What follows belongs to an exercise in optimizing a design on an open flow for small area; a production flow would make more cautious choices.
In this exercise RTL edits were held to simulation tests only and were not proved equivalent to the original.
Power is estimated from default activity; no workload was simulated.

build 46:
## top
module top(
	input clk,
	input rst,
	output [5:0] seg_sel,
	output [7:0] seg_data
	);
export LEC_CHECK = 0
export ABC_AREA = 1
export CAP_MARGIN = 20
export CORE_MARGIN = 2
export CORE_UTILIZATION = 40
export SLEW_MARGIN = 20
create_clock -name core_clock -period 10.0 [get_ports {clk}]
run.sh (not shown) runs the stock make flow with config.mk's settings and CLKGATE_MAP_FILE= SYNTH_SCRIPT=/design/flow/synth_recipe.tcl, a recipe that flattens the netlist after the stock synthesis.
Build 46 finished every stage and its layout cleared the timing, DRC and antenna checks.
Here is what was changed in the inputs of build 72 compared with build 46.
Settings: a deleted ABC_AREA that had been 1.
### Flow results
Xor and xnor fraction of the mapped netlist area for build 72: 1.2 points up relative to build 46. Peak ir drop on the vdd network was higher in build 46 than in build 72. Build 72 against build 46: via count moved down, share of the cycle needed by the critical path after routing increased by 3.8 points relative to the old numbers, first-pass GRT wire length went down by 360 um, count of non-filler cells in the finished layout shows a reduction of about 17%, clock period minus final worst setup slack shows an increase of 0.38 ns.

---

The RTL this note starts from:
==> flow/design.v <==
module clock_div(
	input clk,
	input rst,
	output [9:0] cd,
	output scan);
reg [4:0] cq;
wire [4:0] cn;
assign cn[0] = ~cq[4];
assign cn[1] = ~cq[0];
assign cn[2] = ~cq[1];
assign cn[3] = ~cq[2];
assign cn[4] = ~cq[3];
assign cd[0] = (~cq[4] & ~cq[0]);
assign cd[1] = (cq[1] & cq[0]);
assign cd[2] = (~cq[2] & ~cq[1]);
assign cd[3] = (cq[3] & cq[2]);
assign cd[4] = (~cq[4] & ~cq[3]);
assign cd[5] = (cq[4] & cq[0]);
assign cd[6] = (~cq[1] & ~cq[0]);
assign cd[7] = (cq[2] & cq[1]);
assign cd[8] = (~cq[3] & ~cq[2]);
assign cd[9] = (cq[4] & cq[3]);
assign scan = cd[4];
always @(posedge clk)
	if (rst)
		cq <= 5'b01010;
	else
		cq <= cn;
endmodule
module seg7_counter(
	input [3:0] d,
	input en,
	input clr,
	output [3:0] q,
	output nine);
wire [3:0] f;
assign f[0] = ~((~en & ~d[0]) | (en & ~d[3] & ~d[2] & ~d[1]) | (en & d[2] & d[1] & d[0]) | (d[3] & ~d[1] & ~d[0]));
assign f[1] = (~en & d[1]) | (en & d[3] & ~d[2]) | (d[1] & ~d[0]);
assign f[2] = (~en & d[2]) | (en & ~d[2] & ~d[1]) | (~d[3] & d[2]);
assign f[3] = (~en & d[3]) | (en & d[2] & d[0]) | (d[3] & ~d[1] & ~d[0]);
assign nine = (d[3] & d[2] & ~d[1] & ~d[0]);
assign q = clr ? 4'b1111 : f;
endmodule
module seg7_decode(
	input [3:0] d,
	output [6:0] seg);
assign seg[0] = ~((~d[3] & ~d[2]) | (d[3] & ~d[1]) | (d[2] & d[0]));
assign seg[1] = (d[3] & ~d[2] & d[1]) | (d[2] & ~d[1] & d[0]);
assign seg[2] = (~d[2] & d[1]);
assign seg[3] = (~d[3] & ~d[0]) | (d[3] & ~d[2] & d[0]) | (d[1] & ~d[0]);
assign seg[4] = (~d[3] & ~d[1]) | (d[3] & ~d[2] & d[0]) | (d[2] & ~d[0]);
assign seg[5] = (~d[2] & d[0]) | (d[1] & ~d[0]);
assign seg[6] = ~(~d[3] | (d[2] & ~d[1]));
endmodule
module top(
	input clk,
	input rst,
	output [5:0] seg_sel,
	output [7:0] seg_data
	);
wire scan;
wire [9:0] cd;
clock_div div (.clk(clk), .rst(rst), .cd(cd), .scan(scan));
reg [2:0] idx;
wire [6:0] ion;
assign ion[0] = (~idx[2] & idx[1] & idx[0]);
assign ion[1] = (~idx[2] & idx[1] & ~idx[0]);
assign ion[2] = (~idx[2] & ~idx[1] & idx[0]);
assign ion[3] = (idx[2] & ~idx[0]);
assign ion[4] = (idx[2] & idx[1] & idx[0]);
assign ion[5] = (idx[2] & ~idx[1]);
assign ion[6] = (~idx[1] & ~idx[0]);
wire blank = ion[6];
wire start = (ion[0] & cd[6]) | (ion[1] & cd[4]) | (ion[4] & cd[8]);
wire last = (ion[0] & cd[1]) | (ion[2] & cd[9]) | (ion[5] & cd[3]);
reg [3:0] r0, r1, r2, r3, r4, r5;
reg carry;
wire clr = rst | blank;
wire en = start | carry;
wire [3:0] head;
wire nine;
seg7_counter hd (.d(r5), .en(en), .clr(clr), .q(head), .nine(nine));
always @(posedge clk) begin
	r0 <= head;
	r1 <= r0;
	r2 <= r1;
	r3 <= r2;
	r4 <= r3;
	r5 <= r4;
	carry <= en & nine & ~clr & ~last;
end
reg [3:0] dsel;
always @(*)
	case (idx)
		3'b011: dsel = r3;
		3'b010: dsel = r2;
		3'b001: dsel = r1;
		3'b110: dsel = r0;
		3'b111: dsel = r5;
		3'b101: dsel = r4;
		default: dsel = r4;
	endcase
reg [3:0] hold;
always @(posedge clk)
	if (rst) begin
		idx <= 3'b000;
		hold <= 4'b1101;
	end else if (scan) begin
		idx <= {(~idx[2] & ~idx[1] & idx[0]) | (idx[2] & idx[1]), (~idx[2] & idx[0]) | (idx[2] & ~idx[0]) | ~idx[1], idx[2] | ~idx[0]};
		hold <= dsel ^ 4'b0110;
	end
assign seg_sel[0] = ~ion[0];
assign seg_sel[1] = ~ion[1];
assign seg_sel[2] = ~ion[2];
assign seg_sel[3] = ~ion[3];
assign seg_sel[4] = ~ion[4];
assign seg_sel[5] = ~ion[5];
seg7_decode dec (.d(hold ^ 4'b0110), .seg(seg_data[6:0]));
assign seg_data[7] = seg_sel[0];
endmodule
Settings: LEC_CHECK=0, CAP_MARGIN=20, CORE_MARGIN=2, CORE_UTILIZATION=40, SLEW_MARGIN=20; clock period 10.0 ns.
standard.sh (not shown) runs the stock make flow with config.mk's settings and CLKGATE_MAP_FILE= SYNTH_SCRIPT=/design/flow/synth_recipe.tcl, a recipe that flattens the netlist after the stock synthesis.
==> flow/flow/run.sh <==
#!/bin/bash
# Own layout flow: the standard synthesis, then an area-oriented re-mapping of
# the combinational logic (several ABC scripts, on the standard netlist and on
# a flat synthesis of the RTL; the smallest whose flip-flops pair one-to-one
# with the standard synthesis's, by name and cell, is kept, under the standard
# names), then the standard ORFS layout with buf_1 port buffers and a small
# clock tree. Each tool's output goes to a log file of its own here.
set -euo pipefail
W=$PWD
F=$W/flow
R=$W/orfs/results/$FLOW_PLATFORM/top/base
LIB=$FLOW_HOME/platforms/$FLOW_PLATFORM/lib/sky130_fd_sc_hd__tt_025C_1v80.lib
DU="$(cat $F/dont_use.txt)"

# 1. standard synthesis, unchanged
bash standard.sh synth > $W/synth_std.log 2>&1
cp $R/1_2_yosys.v $W/std_synth.v

# 2. candidates
mkdir -p $W/cand
best=""; best_area=""
for kind in remap own; do
  for abc in map dc2 deep1 deep2; do
    name=${kind}_${abc}
    if [[ $kind == remap ]]; then in=$W/std_synth.v; else in=$W/design.v; fi
    sed -e "s|@LIB@|$LIB|g" -e "s|@IN@|$in|" -e "s|@OUT@|$W/cand/$name.raw.v|g" \
        -e "s|@ABC@|$F/$abc.abc|" -e "s|@DONTUSE@|$DU|g" $F/$kind.ys > $W/cand/$name.ys
    if ! timeout 300 yosys -s $W/cand/$name.ys > $W/cand/$name.log 2>&1; then continue; fi
    if ! python3 $F/pick.py $W/std_synth.v $W/cand/$name.raw.v $W/cand/$name.v >> $W/cand/$name.log 2>&1; then continue; fi
    area=$(grep "Chip area for module '.top'" $W/cand/$name.raw.v.stat | tail -1 | awk '{print $NF}')
    echo "$name $area" >> $W/cand/areas.txt
    if [[ -z $best_area ]] || awk "BEGIN{exit !($area < $best_area)}"; then best=$name; best_area=$area; fi
  done
done
echo "chosen $best $best_area" >> $W/cand/areas.txt
if [[ -n $best ]]; then
  cp $W/cand/$best.v $R/1_2_yosys.v
  rm -f $R/1_synth.odb $R/1_synth.sdc
  bash standard.sh synth > $W/synth_odb.log 2>&1
fi

# 3. the standard layout, with buf_1 port buffers and a small clock tree
export BUFFER_PORTS_ARGS="-buffer_cell sky130_fd_sc_hd__buf_1"
export CTS_ARGS="-sink_clustering_enable -repair_clock_nets -dont_use_dummy_load -sink_clustering_size 13 -buf_list {sky130_fd_sc_hd__clkbuf_4}"
bash standard.sh finish > $W/layout.log 2>&1
Other scripts of this flow, unchanged in this note and not shown: flow/flow/dc2.abc, flow/flow/deep1.abc, flow/flow/deep2.abc, flow/flow/dont_use.txt, flow/flow/map.abc, flow/flow/own.ys, flow/flow/pick.py, flow/flow/remap.ys
Rerun with:
--- a/flow/flow/run.sh
+++ b/flow/flow/run.sh
@@ -42,4 +42,4 @@
 # 3. the standard layout, with buf_1 port buffers and a small clock tree
 export BUFFER_PORTS_ARGS="-buffer_cell sky130_fd_sc_hd__buf_1"
-export CTS_ARGS="-sink_clustering_enable -repair_clock_nets -dont_use_dummy_load -sink_clustering_size 13 -buf_list {sky130_fd_sc_hd__clkbuf_4}"
+export CTS_ARGS="-sink_clustering_enable -repair_clock_nets -dont_use_dummy_load -buf_list {sky130_fd_sc_hd__clkbuf_2 sky130_fd_sc_hd__clkbuf_4}"
 bash standard.sh finish > $W/layout.log 2>&1
=>
- routed wire length is unchanged
- cell area does not change
- combinational power hardly moves
- hold slack is unchanged
- core utilization does not change
- setup slack does not change

==> port drivers added, routing unchanged <==
Ports are ideal in the flow. The routed layouts listed here were re-timed in OpenROAD.
Step 1 (the two cells are an assumption about what drives the block):
set clk [get_ports {clk}]
set_driving_cell -lib_cell sky130_fd_sc_hd__clkbuf_16 $clk
set_driving_cell -lib_cell sky130_fd_sc_hd__buf_2 [delete_from_list [all_inputs] $clk]
Step 2 adds t to the input delays and takes it off the output delays; t is the mean of the earliest and latest rising clock arrival at the registers after step 1. Input paths then give back, and output paths get back, about the clock's delay inside the block.
a / b / c = ideal / step 1 / step 2; a / b = the first two.
| run | shift t [ns] | slack for setup (ns) | hold slack, ns | worst setup path at the end | worst register clock-pin slew, ns |
|---|---|---|---|---|---|
| build 46 | 0.312 | 6.215 / 6.187 / 6.500 | 0.352 / 0.352 / 0.352 | register to output | 0.07 / 0.07 |
| build 72 | 0.311 | 5.836 / 5.812 / 6.123 | 0.351 / 0.351 / 0.351 | register to output | 0.07 / 0.07 |
| the first run of note 2 | 0.351 | 6.076 / 6.055 / 6.406 | 0.339 / 0.339 / 0.339 | register to output | 0.10 / 0.10 |
| the second run of note 2 | 0.351 | 6.076 / 6.055 / 6.406 | 0.339 / 0.339 / 0.339 | register to output | 0.10 / 0.10 |
After both steps setup and hold are still met in every run listed.
